Background: an optimization exercise with open tools, aiming at small area. Do not read the settings as production practice. The RTL was checked by simulation tests, not by an equivalence proof against the original design. The clock port is modelled as an ideal driver, which makes a skipped or thinned clock tree look cheaper than it is; a real chip needs a root buffer or a tree. No activity file was given, so power comes from the tool's default toggle rates.

==> flow/design.v <==
module SEG7_LUT(oSEG, iDIG);
input  [2:0] iDIG;
output [6:0] oSEG;
wire a = iDIG[0], b = iDIG[1], c = iDIG[2];
assign oSEG[0] = ~b & (a ^ c);               
assign oSEG[1] = c & (a ^ b);                
assign oSEG[2] = ~c & b & ~a;                
assign oSEG[3] = oSEG[0] | (a & b & c);      
assign oSEG[4] = a | (c & ~b);               
assign oSEG[5] = (~c & (a | b)) | (a & b);   
assign oSEG[6] = (~c & ~b) | (a & b & c);    
endmodule
module slotmachine(
	input        MAX10_CLK1_50,
	output [7:0] HEX0,
	output [7:0] HEX1,
	output [7:0] HEX2,
	input  [1:0] KEY,
	input  [0:0] SW
);
wire clk = MAX10_CLK1_50;
reg rst;
wire adv;
reg [1:0] p;
always @(posedge clk) rst <= ~SW[0] | (rst & ~p[1]);
reg [8:0] kq;
wire [8:0] kc = kq ^ 9'd170;
wire kev = ((kc & 9'd477) == 9'd477);    
wire [8:0] kn = (rst | kev) ? 9'd503 : {kc[7:0], ~(kc[8] ^ kc[4])};    
always @(posedge clk) kq <= kn ^ 9'd170;
reg [9:0] tq;
wire [9:0] tc = tq ^ 10'd682;
wire tick = ((tc & 10'd893) == 10'd877);    
wire [9:0] tn = (rst | tick) ? 10'd878 : {tc[8:0], ~(tc[9] ^ tc[6])};    
always @(posedge clk) tq <= tn ^ 10'd682;
reg [9:0] Lq;
wire [9:0] L = Lq ^ 10'd682;
wire [9:0] Ln = rst ? 10'd0 : {L[8:0], ~(L[9] ^ L[8])};
always @(posedge clk) Lq <= Ln ^ 10'd682;
reg sf, pf;
always @(posedge clk)
	if (rst) sf <= 1'b0;
	else if (kev) sf <= ~KEY[0];
always @(posedge clk)
	if (kev) pf <= ~KEY[1];
reg [2:0] st;
reg [13:0] lq;
wire [13:0] lo = lq ^ 14'd10922;
wire wrap = ((lo & 14'd15103) == 14'd8416);    
wire idle = (st == 3'b000), run = (st == 3'b001), sx = (st == 3'b011), s0 = (st == 3'b111);
wire s1 = (st == 3'b110), s2 = (st == 3'b010);
wire hold = ~st[2] & ~st[1];
wire [13:0] lon = hold ? 14'd8416 : {lo[12:8], lo[7] & ~wrap, lo[6:0], ~(lo[13] ^ lo[12])};
always @(posedge clk) lq <= lon ^ 14'd10922;
wire [2:0] stn;
assign stn[0] = (idle & sf) | run | sx | (s0 & ~wrap);
assign stn[1] = (run & pf) | sx | s0 | s1 | (s2 & ~wrap);
assign stn[2] = sx | s0 | (s1 & ~wrap) | (s2 & wrap);
always @(posedge clk) st <= rst ? 3'b000 : stn;
assign adv = tick & ~idle;
wire en0 = tick & st[0];
wire en1 = tick & (st[0] | (st[1] & st[2]));
wire en2 = tick & (st[0] | st[1]);
always @(posedge clk)
	if (~SW[0]) p <= 2'd0;
	else if (rst | adv) p <= {p[0], ~p[0] & ~p[1]};
wire [2:0] sl0 = L[2:0], sl1 = L[5:3], sl2 = L[8:6];
wire c0 = ~p[0] & ~p[1], c1 = p[0], c2 = p[1];
wire nr = ~rst;
wire [2:0] g0 = {c2, c1, c0} & {3{en0 & nr}}, g1 = {c2, c1, c0} & {3{en1 & nr}}, g2 = {c2, c1, c0} & {3{en2 & nr}};
wire h0 = ~en0 & nr, h1 = ~en1 & nr, h2 = ~en2 & nr;
reg [2:0] q0, q1, q2;
wire [2:0] r0 = q0 ^ 3'b111, r1 = q1 ^ 3'b111, r2 = q2 ^ 3'b111;
always @(posedge clk) begin
	q0 <= 3'b111 ^ (({3{g0[0]}} & sl0) | ({3{g0[1]}} & sl1) | ({3{g0[2]}} & sl2) | ({3{h0}} & r0));
	q1 <= 3'b111 ^ (({3{g1[0]}} & sl2) | ({3{g1[1]}} & sl0) | ({3{g1[2]}} & sl1) | ({3{h1}} & r1));
	q2 <= 3'b111 ^ (({3{g2[0]}} & sl1) | ({3{g2[1]}} & sl2) | ({3{g2[2]}} & sl0) | ({3{h2}} & r2));
end
SEG7_LUT u0(.oSEG(HEX0[6:0]), .iDIG(r2));
SEG7_LUT u1(.oSEG(HEX1[6:0]), .iDIG(r1));
SEG7_LUT u2(.oSEG(HEX2[6:0]), .iDIG(r0));
assign HEX0[7] = 1'b1;
assign HEX1[7] = 1'b1;
assign HEX2[7] = 1'b1;
endmodule
Settings: LEC_CHECK=0, CAP_MARGIN=20, CORE_MARGIN=2, CORE_UTILIZATION=60, SLEW_MARGIN=20; clock period 10.0 ns.
standard.sh (not shown) runs the stock make flow with config.mk's settings and CLKGATE_MAP_FILE= SYNTH_SCRIPT=/design/flow/synth_recipe.tcl, a recipe that flattens the netlist after the stock synthesis.
==> flow/flow/run.sh <==
#!/bin/bash
# The standard layout (standard.sh) with three changes:
#  - synthesis uses flow/my_synth.tcl: the standard script, but ABC is run
#    with each area-oriented script in flow/abc/ and the smallest mapping is
#    kept; no adder extraction;
#  - the port buffers are the smallest buffer cell;
#  - the clock tree is built by flow/manual_cts.tcl (hooked in as
#    PRE_CTS_TCL, it replaces clock_tree_synthesis): the clock port drives
#    MY_CTS_NBUF clock buffers, each driving the flip-flops of one
#    placement cluster; ORFS's CTS step does the rest as usual (legalizing,
#    timing repair).
set -euo pipefail
W=$PWD
export MY_ABC_DIR=$W/flow/abc
export BUFFER_PORTS_ARGS="-buffer_cell sky130_fd_sc_hd__buf_1"
export PRE_CTS_TCL=$W/flow/manual_cts.tcl
export MY_CLK_PORT=MAX10_CLK1_50
export MY_CTS_NBUF=2
export MY_CTS_BUF=sky130_fd_sc_hd__clkbuf_16
export CTS_ARGS="-sink_clustering_enable -repair_clock_nets -dont_use_dummy_load -sink_clustering_size 20 -sink_clustering_max_diameter 100 -buf_list {sky130_fd_sc_hd__clkbuf_2 sky130_fd_sc_hd__clkbuf_4}"
sed -e "s#SYNTH_SCRIPT=[^ ]*#SYNTH_SCRIPT=$W/flow/my_synth.tcl ADDER_MAP_FILE=#" standard.sh > my_standard.sh
bash my_standard.sh > standard.log 2>&1
Other scripts of this flow, unchanged in this note and not shown: flow/flow/abc/a1.abc, flow/flow/abc/a2.abc, flow/flow/abc/a3.abc, flow/flow/abc/a4.abc, flow/flow/abc/a5.abc, flow/flow/abc/a6.abc, flow/flow/abc/b11.abc, flow/flow/abc/b19.abc, flow/flow/abc/b27.abc, flow/flow/abc/b3.abc, flow/flow/abc/b42.abc, flow/flow/abc/b5.abc, flow/flow/abc/b77.abc, flow/flow/manual_cts.tcl, flow/flow/my_synth.tcl
Edit:
--- a/flow/design.v
+++ b/flow/design.v
@@ -26,11 +26,11 @@
 reg [8:0] kq;
 wire [8:0] kc = kq ^ 9'd170;
-wire kev = ((kc & 9'd477) == 9'd477);    
-wire [8:0] kn = (rst | kev) ? 9'd503 : {kc[7:0], ~(kc[8] ^ kc[4])};    
+wire kev = (kc == 9'd67);
+wire [8:0] kn = (rst | kev) ? 9'd0 : {kc[7:0], ~(kc[8] ^ kc[4])};
 always @(posedge clk) kq <= kn ^ 9'd170;
 reg [9:0] tq;
 wire [9:0] tc = tq ^ 10'd682;
-wire tick = ((tc & 10'd893) == 10'd877);    
-wire [9:0] tn = (rst | tick) ? 10'd878 : {tc[8:0], ~(tc[9] ^ tc[6])};    
+wire tick = (tc == 10'd356);
+wire [9:0] tn = (rst | tick) ? 10'd0 : {tc[8:0], ~(tc[9] ^ tc[6])};
 always @(posedge clk) tq <= tn ^ 10'd682;
 reg [9:0] Lq;
@@ -47,19 +47,19 @@
 reg [13:0] lq;
 wire [13:0] lo = lq ^ 14'd10922;
-wire wrap = ((lo & 14'd15103) == 14'd8416);    
-wire idle = (st == 3'b000), run = (st == 3'b001), sx = (st == 3'b011), s0 = (st == 3'b111);
-wire s1 = (st == 3'b110), s2 = (st == 3'b010);
-wire hold = ~st[2] & ~st[1];
-wire [13:0] lon = hold ? 14'd8416 : {lo[12:8], lo[7] & ~wrap, lo[6:0], ~(lo[13] ^ lo[12])};
+wire wrap = (lo == 14'd8528);
+wire idle = (st == 3'b000), run = (st == 3'b001), sx = (st == 3'b011), s0 = (st == 3'b010);
+wire s1 = (st == 3'b110), s2 = (st == 3'b111);
+wire hold = ~st[1] & ~st[2];
+wire [13:0] lon = hold ? 14'd8528 : {lo[12] | wrap, lo[11:0], ~(lo[13] ^ lo[12])};
 always @(posedge clk) lq <= lon ^ 14'd10922;
 wire [2:0] stn;
-assign stn[0] = (idle & sf) | run | sx | (s0 & ~wrap);
+assign stn[0] = (idle & sf) | run | (s1 & wrap) | s2;
 assign stn[1] = (run & pf) | sx | s0 | s1 | (s2 & ~wrap);
-assign stn[2] = sx | s0 | (s1 & ~wrap) | (s2 & wrap);
+assign stn[2] = (s0 & wrap) | s1 | s2;
 always @(posedge clk) st <= rst ? 3'b000 : stn;
 assign adv = tick & ~idle;
-wire en0 = tick & st[0];
-wire en1 = tick & (st[0] | (st[1] & st[2]));
-wire en2 = tick & (st[0] | st[1]);
+wire en0 = tick & (run | sx | s0);
+wire en1 = tick & (run | sx | s0 | s1);
+wire en2 = tick & (run | sx | s0 | s1 | s2);
 always @(posedge clk)
 	if (~SW[0]) p <= 2'd0;
Outcome:
- The changed run completed with no timing, DRC or antenna violations
- cell area grows slightly
- sequential share of layout area shrinks by 0.66 points
- hold slack stays flat
- clock power shrinks by a few percent
- total power shrinks by about a fifth
In every run of this note, the design's own scripts or RTL, not TritonCTS, make the clock network.

---

Another version of the RTL of slotmachine (not shown whole).
For scale: about 230 cells after synthesis, ~60 flip-flops, roughly 28 I/O pins, roughly 0.0021 mm² of cells after synthesis.
==> module slotmachine, before the edit <==
module slotmachine(
	input        MAX10_CLK1_50,
	output [7:0] HEX0,
	output [7:0] HEX1,
	output [7:0] HEX2,
	input  [1:0] KEY,
	input  [0:0] SW
);
wire clk = MAX10_CLK1_50;
reg rst;
wire adv;
reg [1:0] p;
always @(posedge clk) rst <= ~SW[0] | (rst & ~p[1]);
reg [8:0] kq;
wire [8:0] kc = kq ^ 9'd170;
wire kev = ((kc & 9'd477) == 9'd477);    
wire [8:0] kn = (rst | kev) ? 9'd503 : {kc[7:0], ~(kc[8] ^ kc[4])};    
always @(posedge clk) kq <= kn ^ 9'd170;
reg [9:0] tq;
wire [9:0] tc = tq ^ 10'd682;
wire tick = ((tc & 10'd893) == 10'd877);    
wire [9:0] tn = (rst | tick) ? 10'd878 : {tc[8:0], ~(tc[9] ^ tc[6])};    
always @(posedge clk) tq <= tn ^ 10'd682;
reg [9:0] Lq;
wire [9:0] L = Lq ^ 10'd682;
wire [9:0] Ln = rst ? 10'd0 : {L[8:0], ~(L[9] ^ L[8])};
always @(posedge clk) Lq <= Ln ^ 10'd682;
reg sf, pf;
always @(posedge clk)
	if (rst) sf <= 1'b0;
	else if (kev) sf <= ~KEY[0];
always @(posedge clk)
	if (kev) pf <= ~KEY[1];
reg [2:0] st;
reg [13:0] lq;
wire [13:0] lo = lq ^ 14'd10922;
wire wrap = ((lo & 14'd15103) == 14'd8416);    
wire idle = (st == 3'b000), run = (st == 3'b001), sx = (st == 3'b011), s0 = (st == 3'b111);
wire s1 = (st == 3'b010), s2 = (st == 3'b110);
wire hold = ~st[2] & ~st[1];
wire [13:0] lon = hold ? 14'd8416 : {lo[12:8], lo[7] & ~wrap, lo[6:0], ~(lo[13] ^ lo[12])};
always @(posedge clk) lq <= lon ^ 14'd10922;
wire [2:0] stn;
assign stn[0] = (idle & sf) | run | sx | (s0 & ~wrap);
assign stn[1] = (run & pf) | sx | s0 | s1 | (s2 & ~wrap);
assign stn[2] = sx | (s0 & ~wrap) | (s1 & wrap) | s2;
always @(posedge clk) st <= rst ? 3'b000 : stn;
assign adv = tick & ~idle;
wire en0 = tick & st[0];
wire en1 = tick & (st[0] | (st[1] & ~st[2]));
wire en2 = tick & (st[0] | st[1]);
always @(posedge clk)
	if (~SW[0]) p <= 2'd0;
	else if (rst | adv) p <= {p[0], ~p[0] & ~p[1]};
wire [2:0] sl0 = L[2:0], sl1 = L[5:3], sl2 = L[8:6];
wire c0 = ~p[0] & ~p[1], c1 = p[0], c2 = p[1];
wire nr = ~rst;
wire [2:0] g0 = {c2, c1, c0} & {3{en0 & nr}}, g1 = {c2, c1, c0} & {3{en1 & nr}}, g2 = {c2, c1, c0} & {3{en2 & nr}};
wire h0 = ~en0 & nr, h1 = ~en1 & nr, h2 = ~en2 & nr;
reg [2:0] q0, q1, q2;
wire [2:0] r0 = q0 ^ 3'b111, r1 = q1 ^ 3'b111, r2 = q2 ^ 3'b111;
always @(posedge clk) begin
	q0 <= 3'b111 ^ (({3{g0[0]}} & sl0) | ({3{g0[1]}} & sl1) | ({3{g0[2]}} & sl2) | ({3{h0}} & r0));
	q1 <= 3'b111 ^ (({3{g1[0]}} & sl2) | ({3{g1[1]}} & sl0) | ({3{g1[2]}} & sl1) | ({3{h1}} & r1));
	q2 <= 3'b111 ^ (({3{g2[0]}} & sl1) | ({3{g2[1]}} & sl2) | ({3{g2[2]}} & sl0) | ({3{h2}} & r2));
end
SEG7_LUT u0(.oSEG(HEX0[6:0]), .iDIG(r2));
SEG7_LUT u1(.oSEG(HEX1[6:0]), .iDIG(r1));
SEG7_LUT u2(.oSEG(HEX2[6:0]), .iDIG(r0));
assign HEX0[7] = 1'b1;
assign HEX1[7] = 1'b1;
assign HEX2[7] = 1'b1;
endmodule
Settings: LEC_CHECK=0, CAP_MARGIN=20, CORE_MARGIN=2, CORE_UTILIZATION=60, SLEW_MARGIN=20; clock period 10.0 ns.
Scripts as last shown in full above: flow/flow/run.sh
Other scripts of this flow, unchanged in this note and not shown: flow/flow/abc/a1.abc, flow/flow/abc/a2.abc, flow/flow/abc/a3.abc, flow/flow/abc/a4.abc, flow/flow/abc/a5.abc, flow/flow/abc/a6.abc, flow/flow/abc/b1.abc, flow/flow/abc/b10.abc, flow/flow/abc/b11.abc, flow/flow/abc/b12.abc, flow/flow/abc/b19.abc, flow/flow/abc/b2.abc, flow/flow/abc/b27.abc, flow/flow/abc/b3.abc, flow/flow/abc/b4.abc, flow/flow/abc/b42.abc, flow/flow/abc/b5.abc, flow/flow/abc/b6.abc, flow/flow/abc/b77.abc, flow/flow/abc/b8.abc, flow/flow/abc/b9.abc, flow/flow/abc/d31.abc, flow/flow/abc/d63.abc, flow/flow/manual_cts.tcl, flow/flow/my_synth.tcl
Change:
--- a/flow/design.v
+++ b/flow/design.v
@@ -46,22 +46,22 @@
 reg [2:0] st;
 reg [13:0] lq;
 wire [13:0] lo = lq ^ 14'd10922;
 wire wrap = ((lo & 14'd15103) == 14'd8416);    
-wire idle = (st == 3'b000), run = (st == 3'b001), sx = (st == 3'b011), s0 = (st == 3'b111);
-wire s1 = (st == 3'b010), s2 = (st == 3'b110);
-wire hold = ~st[2] & ~st[1];
+wire idle = (st == 3'b000), run = (st == 3'b001), sx = (st == 3'b011), s0 = (st == 3'b010);
+wire s1 = (st == 3'b110), s2 = (st == 3'b111);
+wire hold = ~st[1] & ~st[2];
 wire [13:0] lon = hold ? 14'd8416 : {lo[12:8], lo[7] & ~wrap, lo[6:0], ~(lo[13] ^ lo[12])};
 always @(posedge clk) lq <= lon ^ 14'd10922;
 wire [2:0] stn;
-assign stn[0] = (idle & sf) | run | sx | (s0 & ~wrap);
+assign stn[0] = (idle & sf) | run | (s1 & wrap) | s2;
 assign stn[1] = (run & pf) | sx | s0 | s1 | (s2 & ~wrap);
-assign stn[2] = sx | (s0 & ~wrap) | (s1 & wrap) | s2;
+assign stn[2] = (s0 & wrap) | s1 | s2;
 always @(posedge clk) st <= rst ? 3'b000 : stn;
 assign adv = tick & ~idle;
-wire en0 = tick & st[0];
-wire en1 = tick & (st[0] | (st[1] & ~st[2]));
-wire en2 = tick & (st[0] | st[1]);
+wire en0 = tick & (run | sx | s0);
+wire en1 = tick & (run | sx | s0 | s1);
+wire en2 = tick & (run | sx | s0 | s1 | s2);
 always @(posedge clk)
 	if (~SW[0]) p <= 2'd0;
 	else if (rst | adv) p <= {p[0], ~p[0] & ~p[1]};
 wire [2:0] sl0 = L[2:0], sl1 = L[5:3], sl2 = L[8:6];
Worst setup slack got worse by 0.33 ns; total power decreases by 2.1%; wire length increases by 3.9%; cell area decreases by 0.50%; die area is about the same; clock skew decreases by 0.0035 ns.
No run of this note takes its clock network from TritonCTS; it comes from the design's own scripts or RTL.

-- port drivers added, routing unchanged --
How much do the figures lean on ideal ports? The routed layouts below were timed once more, with nothing changed but the port constraints. Step 1 sets driving cells, clkbuf_16 on the clock port and buf_2 on the other inputs (assumed; they add their load-dependent delay and slew). Step 2 moves the port delays by t, midway between the first and last clock arrival at a register: inputs arrive t later, outputs are due t later. That takes back most of the time a late clock gives input paths. a / b / c = ideal / step 1 / step 2; a / b = the first two.
run | t (ns) | setup WS [ns] | clock arrival spread, ns | worst data-port slew with drivers (ns) | cell pins on the clock port's net
the first run of note 1 | 0.209 | 6.623 / 6.578 / 6.787 | 0.013 / 0.013 | 0.03 | 2
the second run of note 1 | 0.206 | 6.526 / 6.481 / 6.687 | 0.013 / 0.013 | 0.03 | 2
the first run of note 2 | 0.208 | 6.638 / 6.592 / 6.800 | 0.028 / 0.029 | 0.03 | 2
the second run of note 2 | 0.206 | 6.309 / 6.264 / 6.470 | 0.024 / 0.024 | 0.03 | 2
After both steps every run listed still meets setup and hold.
